Context: an optimization exercise on an open-source flow, tuned for small area, a short achievable clock period and few clock cycles per item. The choices shown serve that exercise and are no tape-out recipe.
RTL that was checked went through simulation tests only; none was proved equivalent to the original.
Power figures rest on the tool's default switching activity, not on a simulated workload.

==> flow/design.v <==
`timescale 1 ns / 1 ps
`default_nettype none
module axi4l_slv_top #(
    parameter int ADDR_WIDTH = 12,
    parameter int DATA_WIDTH = 32
) (
    input var                     aclk,
    input var                     aresetn,
    input var  [  ADDR_WIDTH-1:0] s_axi_awaddr,
    input var  [             2:0] s_axi_awprot,
    input var                     s_axi_awvalid,
    output var                    s_axi_awready,
    input var  [  DATA_WIDTH-1:0] s_axi_wdata,
    input var  [DATA_WIDTH/8-1:0] s_axi_wstrb,
    input var                     s_axi_wvalid,
    output var                    s_axi_wready,
    output var [             1:0] s_axi_bresp,
    output var                    s_axi_bvalid,
    input var                     s_axi_bready,
    input var  [  ADDR_WIDTH-1:0] s_axi_araddr,
    input var  [             2:0] s_axi_arprot,
    input var                     s_axi_arvalid,
    output var                    s_axi_arready,
    output var [  DATA_WIDTH-1:0] s_axi_rdata,
    output var [             1:0] s_axi_rresp,
    output var                    s_axi_rvalid,
    input var                     s_axi_rready,
    output var                    irq_reg_irq,
    input var                     reg_irq_bit0,
    output var [            31:0] reg_a_b,
    input var  [            31:0] reg_c_d
);
  logic b_free, wr_hs;
  logic bvalid_q, berr_q;
  assign b_free = !bvalid_q || s_axi_bready;
  assign s_axi_awready = s_axi_wvalid && b_free;
  assign s_axi_wready = s_axi_awvalid && b_free;
  assign wr_hs = s_axi_awvalid && s_axi_wvalid && b_free;
  logic [9:0] wa;
  logic wa_lo;   
  assign wa = s_axi_awaddr[11:2];
  assign wa_lo = (wa[9:4] == 6'd0);
  logic wr_trap, wr_mask, wr_force, wr_trig, wr_a, wr_ok;
  assign wr_trap = wr_hs && wa_lo && (wa[3:0] == 4'd1);
  assign wr_mask = wr_hs && wa_lo && (wa[3:0] == 4'd2);
  assign wr_force = wr_hs && wa_lo && (wa[3:0] == 4'd3);
  assign wr_trig = wr_hs && wa_lo && (wa[3:0] == 4'd5);
  assign wr_a = wr_hs && wa_lo && (wa[3:0] == 4'd8);
  assign wr_ok = wa_lo && (wa[3:0] <= 4'd5 || wa[3:0] == 4'd8);
  always_ff @(posedge aclk) begin
    if (!aresetn) bvalid_q <= 1'b0;
    else if (wr_hs) bvalid_q <= 1'b1;
    else if (s_axi_bready) bvalid_q <= 1'b0;
  end
  always_ff @(posedge aclk) begin
    if (b_free) berr_q <= !wr_ok;
  end
  assign s_axi_bvalid = bvalid_q;
  assign s_axi_bresp = {berr_q, berr_q};
  logic trap_q, mask_q, trig_q, irq_in_q;
  logic [31:0] a_q;
  logic irq_event;
  always_ff @(posedge aclk) irq_in_q <= reg_irq_bit0;
  assign irq_event = reg_irq_bit0 && (!trig_q || !irq_in_q);
  always_ff @(posedge aclk) begin
    if (!aresetn) trap_q <= 1'b0;
    else
      trap_q <= (trap_q && !(wr_trap && !s_axi_wdata[0])) || (wr_force && s_axi_wdata[0]) ||
          irq_event;
  end
  always_ff @(posedge aclk) begin
    if (!aresetn) mask_q <= 1'b0;
    else if (wr_mask) mask_q <= s_axi_wdata[0];
  end
  always_ff @(posedge aclk) begin
    if (!aresetn) trig_q <= 1'b0;
    else if (wr_trig) trig_q <= s_axi_wdata[0];
  end
  always_ff @(posedge aclk) begin
    if (!aresetn) a_q <= '0;
    else if (wr_a) a_q <= s_axi_wdata;
  end
  assign reg_a_b = a_q;
  assign irq_reg_irq = trap_q && mask_q;
  logic rvalid_q, rerr_q, r_free;
  logic [31:0] rdata_q;
  assign r_free = !rvalid_q || s_axi_rready;
  assign s_axi_arready = r_free;
  logic [9:0] ra;
  logic ra_lo;
  assign ra = s_axi_araddr[11:2];
  assign ra_lo = (ra[9:4] == 6'd0);
  logic [31:0] rd_val;
  always_comb begin
    rd_val = '0;
    if (ra_lo) begin
      case (ra[3:0])
        4'd0: rd_val[0] = trap_q && mask_q;
        4'd1: rd_val[0] = trap_q;
        4'd2: rd_val[0] = mask_q;
        4'd4: rd_val[0] = irq_in_q;
        4'd5: rd_val[0] = trig_q;
        4'd8: rd_val = a_q;
        4'd9: rd_val = reg_c_d;
        default: rd_val = '0;
      endcase
    end
  end
  always_ff @(posedge aclk) begin
    if (!aresetn) rvalid_q <= 1'b0;
    else if (r_free) rvalid_q <= s_axi_arvalid;
  end
  always_ff @(posedge aclk) begin
    if (r_free) begin
      rdata_q <= rd_val;
      rerr_q  <= !(ra_lo && (ra[3:0] <= 4'd5 || ra[3:0] == 4'd8 || ra[3:0] == 4'd9));
    end
  end
  assign s_axi_rvalid = rvalid_q;
  assign s_axi_rdata = rdata_q;
  assign s_axi_rresp = {rerr_q, rerr_q};
endmodule
`default_nettype wire
==> flow/config.mk <==
export PLATFORM = sky130hd
export DESIGN_NAME = axi4l_slv_top
export DESIGN_NICKNAME = axi4l_slv_top
export VERILOG_FILES = /design/flow/design.v
export SDC_FILE = /design/flow/constraint.sdc
export NUM_CORES = 4
export LEC_CHECK = 0
export CAP_MARGIN = 20
export CORE_MARGIN = 2
export CORE_UTILIZATION = 40
export SETUP_SLACK_MARGIN = 1.4
export SLEW_MARGIN = 20
==> flow/constraint.sdc <==
create_clock -name core_clock -period 3.0 [get_ports {aclk}]
set_input_delay 0.6000 -clock core_clock [delete_from_list [all_inputs] [get_ports {aclk}]]
set_output_delay 0.6000 -clock core_clock [all_outputs]
set_load 0.01 [all_outputs]
standard.sh (not shown) runs the stock make flow with config.mk's settings and CLKGATE_MAP_FILE= SYNTH_SCRIPT=/design/flow/synth_recipe.tcl, a recipe that flattens the netlist after the stock synthesis.
==> flow/flow/run.sh <==
#!/bin/bash
# Standard ORFS layout, but the port buffers are small sky130 buf_1 cells
# instead of the delay buffers buffer_ports picks by default.
set -euo pipefail
export BUFFER_PORTS_ARGS="-buffer_cell sky130_fd_sc_hd__buf_1"
bash standard.sh > standard.log 2>&1
Next try:
--- a/flow/design.v
+++ b/flow/design.v
@@ -75,12 +75,12 @@
   always_ff @(posedge aclk) begin
     if (!aresetn) trig_q <= 1'b0;
     else if (wr_trig) trig_q <= s_axi_wdata[0];
   end
-  always_ff @(posedge aclk) begin
-    if (!aresetn) a_q <= '0;
-    else if (wr_a) a_q <= s_axi_wdata;
-  end
+  logic a_ld, a_keep;
+  assign a_ld = wr_a && aresetn;
+  assign a_keep = !wr_a && aresetn;
+  always_ff @(posedge aclk) a_q <= ({32{a_ld}} & s_axi_wdata) | ({32{a_keep}} & a_q);
   assign reg_a_b = a_q;
   assign irq_reg_irq = trap_q && mask_q;
   logic rvalid_q, rerr_q, r_free;
   logic [31:0] rdata_q;
@@ -89,33 +89,38 @@
   logic [9:0] ra;
   logic ra_lo;
   assign ra = s_axi_araddr[11:2];
   assign ra_lo = (ra[9:4] == 6'd0);
-  logic [31:0] rd_val;
+  logic ra_ok, rd_a, rd_c;
+  assign ra_ok = ra_lo && (ra[3:0] <= 4'd5 || ra[3:0] == 4'd8 || ra[3:0] == 4'd9);
+  assign rd_a = ra_lo && (ra[3:0] == 4'd8);
+  assign rd_c = ra_lo && (ra[3:0] == 4'd9);
+  logic rd_bit0;
   always_comb begin
-    rd_val = '0;
-    if (ra_lo) begin
-      case (ra[3:0])
-        4'd0: rd_val[0] = trap_q && mask_q;
-        4'd1: rd_val[0] = trap_q;
-        4'd2: rd_val[0] = mask_q;
-        4'd4: rd_val[0] = irq_in_q;
-        4'd5: rd_val[0] = trig_q;
-        4'd8: rd_val = a_q;
-        4'd9: rd_val = reg_c_d;
-        default: rd_val = '0;
-      endcase
-    end
+    case (ra[3:0])
+      4'd0: rd_bit0 = trap_q && mask_q;
+      4'd1: rd_bit0 = trap_q;
+      4'd2: rd_bit0 = mask_q;
+      4'd4: rd_bit0 = irq_in_q;
+      4'd5: rd_bit0 = trig_q;
+      4'd8: rd_bit0 = a_q[0];
+      4'd9: rd_bit0 = reg_c_d[0];
+      default: rd_bit0 = 1'b0;
+    endcase
   end
   always_ff @(posedge aclk) begin
     if (!aresetn) rvalid_q <= 1'b0;
     else if (r_free) rvalid_q <= s_axi_arvalid;
   end
+  logic ld_a, ld_c, r_keep;
+  assign ld_a = r_free && rd_a;
+  assign ld_c = r_free && rd_c;
+  assign r_keep = !r_free;
   always_ff @(posedge aclk) begin
-    if (r_free) begin
-      rdata_q <= rd_val;
-      rerr_q  <= !(ra_lo && (ra[3:0] <= 4'd5 || ra[3:0] == 4'd8 || ra[3:0] == 4'd9));
-    end
+    rdata_q[31:1] <= ({31{ld_a}} & a_q[31:1]) | ({31{ld_c}} & reg_c_d[31:1]) |
+        ({31{r_keep}} & rdata_q[31:1]);
+    rdata_q[0] <= (r_free && ra_lo && rd_bit0) || (r_keep && rdata_q[0]);
+    rerr_q <= (r_free && !ra_ok) || (r_keep && rerr_q);
   end
   assign s_axi_rvalid = rvalid_q;
   assign s_axi_rdata = rdata_q;
   assign s_axi_rresp = {rerr_q, rerr_q};
Result: Area after synthesis goes down by a few percent; wire length rose by a few percent; global-route usage went up by 1.9 points; synthesized cell count is higher by roughly a tenth; count of clock-buffer cells in the layout shrinks by 1; die area drops by a few percent; critical path depth is lower by 1; combinational power increases by a little under a tenth; hold slack degrades by 10 ps; sequential power goes down by a little under a tenth; clock skew hardly moves; setup slack degrades by 180 ps; sequential cell count stays the same; total power falls by a few percent.
No run of this note included a check of the RTL's function; only the layout flow was run.

RTL: the design.v shown in full above, as it stands there.
==> flow/config.mk <==
export PLATFORM = sky130hd
export DESIGN_NAME = axi4l_slv_top
export DESIGN_NICKNAME = axi4l_slv_top
export VERILOG_FILES = /design/flow/design.v
export SDC_FILE = /design/flow/constraint.sdc
export NUM_CORES = 4
export LEC_CHECK = 0
export ABC_AREA = 1
export CAP_MARGIN = 20
export CORE_MARGIN = 2
export CORE_UTILIZATION = 40
export SETUP_SLACK_MARGIN = 1.4
export SLEW_MARGIN = 20
==> flow/constraint.sdc <==
create_clock -name core_clock -period 3.0 [get_ports {aclk}]
set_input_delay 0.6000 -clock core_clock [delete_from_list [all_inputs] [get_ports {aclk}]]
set_output_delay 0.6000 -clock core_clock [all_outputs]
set_load 0.01 [all_outputs]
Scripts as last shown in full above: flow/flow/run.sh
Next try:
--- a/flow/design.v
+++ b/flow/design.v
@@ -76,10 +76,10 @@
     if (!aresetn) trig_q <= 1'b0;
     else if (wr_trig) trig_q <= s_axi_wdata[0];
   end
-  always_ff @(posedge aclk) begin
-    if (!aresetn) a_q <= '0;
-    else if (wr_a) a_q <= s_axi_wdata;
-  end
+  logic a_ld, a_keep;
+  assign a_ld = wr_a && aresetn;
+  assign a_keep = !wr_a && aresetn;
+  always_ff @(posedge aclk) a_q <= ({32{a_ld}} & s_axi_wdata) | ({32{a_keep}} & a_q);
   assign reg_a_b = a_q;
   assign irq_reg_irq = trap_q && mask_q;
   logic rvalid_q, rerr_q, r_free;
@@ -90,31 +90,36 @@
   logic ra_lo;
   assign ra = s_axi_araddr[11:2];
   assign ra_lo = (ra[9:4] == 6'd0);
-  logic [31:0] rd_val;
+  logic ra_ok, rd_a, rd_c;
+  assign ra_ok = ra_lo && (ra[3:0] <= 4'd5 || ra[3:0] == 4'd8 || ra[3:0] == 4'd9);
+  assign rd_a = ra_lo && (ra[3:0] == 4'd8);
+  assign rd_c = ra_lo && (ra[3:0] == 4'd9);
+  logic rd_bit0;
   always_comb begin
-    rd_val = '0;
-    if (ra_lo) begin
-      case (ra[3:0])
-        4'd0: rd_val[0] = trap_q && mask_q;
-        4'd1: rd_val[0] = trap_q;
-        4'd2: rd_val[0] = mask_q;
-        4'd4: rd_val[0] = irq_in_q;
-        4'd5: rd_val[0] = trig_q;
-        4'd8: rd_val = a_q;
-        4'd9: rd_val = reg_c_d;
-        default: rd_val = '0;
-      endcase
-    end
+    case (ra[3:0])
+      4'd0: rd_bit0 = trap_q && mask_q;
+      4'd1: rd_bit0 = trap_q;
+      4'd2: rd_bit0 = mask_q;
+      4'd4: rd_bit0 = irq_in_q;
+      4'd5: rd_bit0 = trig_q;
+      4'd8: rd_bit0 = a_q[0];
+      4'd9: rd_bit0 = reg_c_d[0];
+      default: rd_bit0 = 1'b0;
+    endcase
   end
   always_ff @(posedge aclk) begin
     if (!aresetn) rvalid_q <= 1'b0;
     else if (r_free) rvalid_q <= s_axi_arvalid;
   end
+  logic ld_a, ld_c, r_keep;
+  assign ld_a = r_free && rd_a;
+  assign ld_c = r_free && rd_c;
+  assign r_keep = !r_free;
   always_ff @(posedge aclk) begin
-    if (r_free) begin
-      rdata_q <= rd_val;
-      rerr_q  <= !(ra_lo && (ra[3:0] <= 4'd5 || ra[3:0] == 4'd8 || ra[3:0] == 4'd9));
-    end
+    rdata_q[31:1] <= ({31{ld_a}} & a_q[31:1]) | ({31{ld_c}} & reg_c_d[31:1]) |
+        ({31{r_keep}} & rdata_q[31:1]);
+    rdata_q[0] <= (r_free && ra_lo && rd_bit0) || (r_keep && rdata_q[0]);
+    rerr_q <= (r_free && !ra_ok) || (r_keep && rerr_q);
   end
   assign s_axi_rvalid = rvalid_q;
   assign s_axi_rdata = rdata_q;
Effect: The new run finished with timing, DRC and antenna clean; die area goes down by 4.5%; worst setup slack improves by 0.035 ns; area after synthesis came out lower by 4.7%; sequential power goes down by about 8%; synthesized cell count goes up by 10%; non-clock buffer count climbs by 7; power decreases by 6.8%; cell count goes up by 6.8%; final area is lower by 0.60%; flip-flop and latch count does not change.
No run of this note included a check of the RTL's function; only the layout flow was run.

old:
Another version of the RTL of axi4l_slv_top (not shown whole).
Size: about 240 cells after synthesis, ~2700 um^2 of cells after synthesis.
==> module axi4l_slv_top, before the edit <==
module axi4l_slv_top #(
    parameter int ADDR_WIDTH = 12,
    parameter int DATA_WIDTH = 32
) (
    input var                     aclk,
    input var                     aresetn,
    input var  [  ADDR_WIDTH-1:0] s_axi_awaddr,
    input var  [             2:0] s_axi_awprot,
    input var                     s_axi_awvalid,
    output var                    s_axi_awready,
    input var  [  DATA_WIDTH-1:0] s_axi_wdata,
    input var  [DATA_WIDTH/8-1:0] s_axi_wstrb,
    input var                     s_axi_wvalid,
    output var                    s_axi_wready,
    output var [             1:0] s_axi_bresp,
    output var                    s_axi_bvalid,
    input var                     s_axi_bready,
    input var  [  ADDR_WIDTH-1:0] s_axi_araddr,
    input var  [             2:0] s_axi_arprot,
    input var                     s_axi_arvalid,
    output var                    s_axi_arready,
    output var [  DATA_WIDTH-1:0] s_axi_rdata,
    output var [             1:0] s_axi_rresp,
    output var                    s_axi_rvalid,
    input var                     s_axi_rready,
    output var                    irq_reg_irq,
    input var                     reg_irq_bit0,
    output var [            31:0] reg_a_b,
    input var  [            31:0] reg_c_d
);
  logic wr_hs, b_pop;
  logic bv0_q, b1_free_q;   
  logic be0_q, be1_q;   
  assign s_axi_awready = s_axi_wvalid && b1_free_q;
  assign s_axi_wready = s_axi_awvalid && b1_free_q;
  assign wr_hs = s_axi_awvalid && s_axi_wvalid && b1_free_q;
  assign b_pop = bv0_q && s_axi_bready;
  logic [9:0] wa;
  logic wa_lo;   
  assign wa = s_axi_awaddr[11:2];
  assign wa_lo = (wa[9:4] == 6'd0);
  logic wr_trap, wr_mask, wr_force, wr_trig, wr_a, wr_ok;
  assign wr_trap = wr_hs && wa_lo && (wa[3:0] == 4'd1);
  assign wr_mask = wr_hs && wa_lo && (wa[3:0] == 4'd2);
  assign wr_force = wr_hs && wa_lo && (wa[3:0] == 4'd3);
  assign wr_trig = wr_hs && wa_lo && (wa[3:0] == 4'd5);
  assign wr_a = wr_hs && wa_lo && (wa[3:0] == 4'd8);
  assign wr_ok = wa_lo && (wa[3:0] <= 4'd5 || wa[3:0] == 4'd8);
  always_ff @(posedge aclk) begin
    if (!aresetn) begin
      bv0_q <= 1'b0;
      b1_free_q <= 1'b1;
    end else begin
      bv0_q <= (bv0_q && !b_pop) || !b1_free_q || wr_hs;
      b1_free_q <= !((!b1_free_q && !b_pop) || (wr_hs && bv0_q && !b_pop));
    end
  end
  always_ff @(posedge aclk) begin
    if (!bv0_q || b_pop) be0_q <= b1_free_q ? !wr_ok : be1_q;
  end
  always_ff @(posedge aclk) begin
    if (b1_free_q) be1_q <= !wr_ok;
  end
  assign s_axi_bvalid = bv0_q;
  assign s_axi_bresp = {be0_q, be0_q};
  logic trap_q, mask_q, trig_q, irq_in_q;
  logic [31:0] a_q;
  logic irq_event;
  always_ff @(posedge aclk) irq_in_q <= reg_irq_bit0;
  assign irq_event = reg_irq_bit0 && (!trig_q || !irq_in_q);
  always_ff @(posedge aclk) begin
    if (!aresetn) trap_q <= 1'b0;
    else
      trap_q <= (trap_q && !(wr_trap && !s_axi_wdata[0])) || (wr_force && s_axi_wdata[0]) ||
          irq_event;
  end
  always_ff @(posedge aclk) begin
    if (!aresetn) mask_q <= 1'b0;
    else if (wr_mask) mask_q <= s_axi_wdata[0];
  end
  always_ff @(posedge aclk) begin
    if (!aresetn) trig_q <= 1'b0;
    else if (wr_trig) trig_q <= s_axi_wdata[0];
  end
  logic a_ld, a_keep;
  assign a_ld = wr_a && aresetn;
  assign a_keep = !wr_a && aresetn;
  always_ff @(posedge aclk) a_q <= ({32{a_ld}} & s_axi_wdata) | ({32{a_keep}} & a_q);
  assign reg_a_b = a_q;
  assign irq_reg_irq = trap_q && mask_q;
  logic rvalid_q, ridle_q, rerr_q, r_free;
  logic [31:0] rdata_q;
  assign r_free = ridle_q || s_axi_rready;
  assign s_axi_arready = r_free;
  logic [9:0] ra;
  logic ra_lo;
  assign ra = s_axi_araddr[11:2];
  assign ra_lo = (ra[9:4] == 6'd0);
  logic ra_ok, rd_a, rd_c;
  assign ra_ok = ra_lo && (ra[3:0] <= 4'd5 || ra[3:0] == 4'd8 || ra[3:0] == 4'd9);
  assign rd_a = ra_lo && (ra[3:0] == 4'd8);
  assign rd_c = ra_lo && (ra[3:0] == 4'd9);
  logic rd_bit0;
  always_comb begin
    case (ra[3:0])
      4'd0: rd_bit0 = trap_q && mask_q;
      4'd1: rd_bit0 = trap_q;
      4'd2: rd_bit0 = mask_q;
      4'd4: rd_bit0 = irq_in_q;
      4'd5: rd_bit0 = trig_q;
      4'd8: rd_bit0 = a_q[0];
      4'd9: rd_bit0 = reg_c_d[0];
      default: rd_bit0 = 1'b0;
    endcase
  end
  always_ff @(posedge aclk) begin
    if (!aresetn) rvalid_q <= 1'b0;
    else if (r_free) rvalid_q <= s_axi_arvalid;
  end
  always_ff @(posedge aclk) begin
    if (!aresetn) ridle_q <= 1'b1;
    else if (r_free) ridle_q <= !s_axi_arvalid;
  end
  logic ld_a, ld_c, r_keep;
  assign ld_a = r_free && rd_a;
  assign ld_c = r_free && rd_c;
  assign r_keep = !r_free;
  always_ff @(posedge aclk) begin
    rdata_q[31:1] <= ({31{ld_a}} & a_q[31:1]) | ({31{ld_c}} & reg_c_d[31:1]) |
        ({31{r_keep}} & rdata_q[31:1]);
    rdata_q[0] <= (r_free && ra_lo && rd_bit0) || (r_keep && rdata_q[0]);
  end
  always_ff @(posedge aclk) begin
    if (r_free) rerr_q <= !ra_ok;
  end
  assign s_axi_rvalid = rvalid_q;
  assign s_axi_rdata = rdata_q;
  assign s_axi_rresp = {rerr_q, rerr_q};
endmodule
Settings: LEC_CHECK=0, ABC_AREA=1, CAP_MARGIN=20, CORE_MARGIN=2, CORE_UTILIZATION=40, SETUP_SLACK_MARGIN=1.5, SLEW_MARGIN=20, TNS_END_PERCENT=10; clock period 3.0 ns.
==> flow/flow/run.sh <==
#!/bin/bash
# Standard ORFS layout with these changes:
#  - synthesis maps logic with the ABC script flow/abc_area.script (when present);
#    everything before ABC, so every register and its name, is the standard synthesis;
#  - the cells listed in flow/dont_use.txt (when present) are added to the platform's
#    don't-use list, for synthesis and the resizer (slow many-input OR/NOR gates);
#  - the port buffers are sky130 buf_1 cells instead of buffer_ports' default.
set -euo pipefail
here=$PWD
rm -rf "$here/scripts_abc"
cp -r "$FLOW_HOME/scripts" "$here/scripts_abc"
if [[ -f "$here/flow/abc_area.script" ]]; then
  cp "$here/flow/abc_area.script" "$here/scripts_abc/abc_area.script"
fi
args=()
if [[ -f "$here/flow/dont_use.txt" ]]; then
  base=$(make -s -C "$FLOW_HOME" DESIGN_CONFIG="$here/config.mk" WORK_HOME="$here/orfs" print-DONT_USE_CELLS | sed -n 's/^DONT_USE_CELLS: //p')
  args+=("DONT_USE_CELLS=$base $(tr '\n' ' ' < "$here/flow/dont_use.txt")")
fi
export BUFFER_PORTS_ARGS="-buffer_cell sky130_fd_sc_hd__buf_1"
bash standard.sh SCRIPTS_DIR="$here/scripts_abc" "${args[@]}" synth > synth.log 2>&1
bash standard.sh "${args[@]}" > standard.log 2>&1
==> flow/flow/abc_area.script <==
strash
&get -n
&dch -f
&nf
&put
topo
stime -c
==> flow/flow/dont_use.txt <==
sky130_fd_sc_hd__nor3_1
sky130_fd_sc_hd__nor3_2
sky130_fd_sc_hd__nor3_4
sky130_fd_sc_hd__nor3b_1
sky130_fd_sc_hd__nor3b_2
sky130_fd_sc_hd__nor3b_4
sky130_fd_sc_hd__nor4_1
sky130_fd_sc_hd__nor4_2
sky130_fd_sc_hd__nor4_4
sky130_fd_sc_hd__nor4b_1
sky130_fd_sc_hd__nor4b_2
sky130_fd_sc_hd__nor4b_4
sky130_fd_sc_hd__nor4bb_1
sky130_fd_sc_hd__nor4bb_2
sky130_fd_sc_hd__nor4bb_4
sky130_fd_sc_hd__or3_1
sky130_fd_sc_hd__or3_2
sky130_fd_sc_hd__or3_4
sky130_fd_sc_hd__or3b_1
sky130_fd_sc_hd__or3b_2
sky130_fd_sc_hd__or3b_4
sky130_fd_sc_hd__or4_1
sky130_fd_sc_hd__or4_2
sky130_fd_sc_hd__or4_4
sky130_fd_sc_hd__or4b_1
sky130_fd_sc_hd__or4b_2
sky130_fd_sc_hd__or4b_4
sky130_fd_sc_hd__or4bb_1
sky130_fd_sc_hd__or4bb_2
sky130_fd_sc_hd__or4bb_4
old: all stages complete, timing, DRC and antenna checks passed
The inputs of new differ from those of old as listed below.
--- a/flow/design.v
+++ b/flow/design.v
@@ -28,17 +28,16 @@
     output var                    irq_reg_irq,
     input var                     reg_irq_bit0,
     output var [            31:0] reg_a_b,
     input var  [            31:0] reg_c_d
 );
-  logic wr_hs, b_pop;
-  logic bv0_q, b1_free_q;   
-  logic be0_q, be1_q;   
-  assign s_axi_awready = s_axi_wvalid && b1_free_q;
-  assign s_axi_wready = s_axi_awvalid && b1_free_q;
-  assign wr_hs = s_axi_awvalid && s_axi_wvalid && b1_free_q;
-  assign b_pop = bv0_q && s_axi_bready;
+  logic b_free, wr_hs;
+  logic bvalid_q, bidle_q, berr_q;
+  assign b_free = bidle_q || s_axi_bready;
+  assign s_axi_awready = s_axi_wvalid && b_free;
+  assign s_axi_wready = s_axi_awvalid && b_free;
+  assign wr_hs = s_axi_awvalid && s_axi_wvalid && b_free;
   logic [9:0] wa;
   logic wa_lo;   
   assign wa = s_axi_awaddr[11:2];
   assign wa_lo = (wa[9:4] == 6'd0);
   logic wr_trap, wr_mask, wr_force, wr_trig, wr_a, wr_ok;
@@ -47,26 +46,24 @@
   assign wr_force = wr_hs && wa_lo && (wa[3:0] == 4'd3);
   assign wr_trig = wr_hs && wa_lo && (wa[3:0] == 4'd5);
   assign wr_a = wr_hs && wa_lo && (wa[3:0] == 4'd8);
   assign wr_ok = wa_lo && (wa[3:0] <= 4'd5 || wa[3:0] == 4'd8);
   always_ff @(posedge aclk) begin
-    if (!aresetn) begin
-      bv0_q <= 1'b0;
-      b1_free_q <= 1'b1;
-    end else begin
-      bv0_q <= (bv0_q && !b_pop) || !b1_free_q || wr_hs;
-      b1_free_q <= !((!b1_free_q && !b_pop) || (wr_hs && bv0_q && !b_pop));
-    end
+    if (!aresetn) bvalid_q <= 1'b0;
+    else if (wr_hs) bvalid_q <= 1'b1;
+    else if (s_axi_bready) bvalid_q <= 1'b0;
   end
   always_ff @(posedge aclk) begin
-    if (!bv0_q || b_pop) be0_q <= b1_free_q ? !wr_ok : be1_q;
+    if (!aresetn) bidle_q <= 1'b1;
+    else if (wr_hs) bidle_q <= 1'b0;
+    else if (s_axi_bready) bidle_q <= 1'b1;
   end
   always_ff @(posedge aclk) begin
-    if (b1_free_q) be1_q <= !wr_ok;
+    if (b_free) berr_q <= !wr_ok;
   end
-  assign s_axi_bvalid = bv0_q;
-  assign s_axi_bresp = {be0_q, be0_q};
+  assign s_axi_bvalid = bvalid_q;
+  assign s_axi_bresp = {berr_q, berr_q};
   logic trap_q, mask_q, trig_q, irq_in_q;
   logic [31:0] a_q;
   logic irq_event;
   always_ff @(posedge aclk) irq_in_q <= reg_irq_bit0;
   assign irq_event = reg_irq_bit0 && (!trig_q || !irq_in_q);
Notes after the runs:
Between new and old, the total core area is higher for old. Relative to old, the number of nets produced by synthesis of new is lower by about 2.6%. Per the comparison of new with old, non-clock buffer count in the final layout went down by 4; synthesized cell count fell about 3.7%; total number of tap cells lower; worst setup slack lower. Number of different library cells in the post-synthesis netlist in new is 1 higher than in old. Met2 global-route usage | new above old. In the metrics for new and old, the one carrying the higher combinational cell fraction of total power is old. As far as routed wire length is concerned, new and old perform about the same. Taking old as the reference, in new total power increased by 0.079 mW relative to the old numbers, multi-input gate share of total cell area rose by 0.16 points. Summary of new over old: met1 routed wirelength after detailed routing fell by 210 um; clock buffer instance count of the final layout rose by 2.
Testbench counts of new, summed over its fixed seeds: cycles 1,608, items 3,200.
For old, only the layout was checked, not whether the RTL still works.

## re-timing with driven ports
Ports are ideal in the flow. The routed layouts listed here were re-timed in OpenROAD.
Step 1, drivers: a clkbuf_16 drives aclk and a buf_2 each remaining input, both assumed.
Step 2 adds t to the input delays and takes it off the output delays; t is the mean of the earliest and latest rising clock arrival at the registers after step 1. Input paths then give back, and output paths get back, about the clock's delay inside the block.
a / b / c = ideal ports / drivers / drivers and shift; a / b = the first two.
run | t, ns | slack for setup (ns) | clock arrival spread, ns
the first run of note 1 | 0.359 | 1.244 / 1.253 / 0.894 | 0.008 / 0.008
the second run of note 1 | 0.367 | 1.062 / 1.075 / 0.707 | 0.011 / 0.011
the first run of note 2 | 0.362 | 1.384 / 1.360 / 1.111 | 0.012 / 0.013
the second run of note 2 | 0.370 | 1.420 / 1.386 / 1.137 | 0.014 / 0.014
old | 0.358 | 1.418 / 1.382 / 1.178 | 0.006 / 0.006
new | 0.361 | 1.407 / 1.384 / 1.136 | 0.011 / 0.012
After both steps every run listed still meets setup and hold. For the second run of note 1, which loses most, drivers alone change the setup slack by +0.013 ns; drivers and shift together by -0.355 ns.
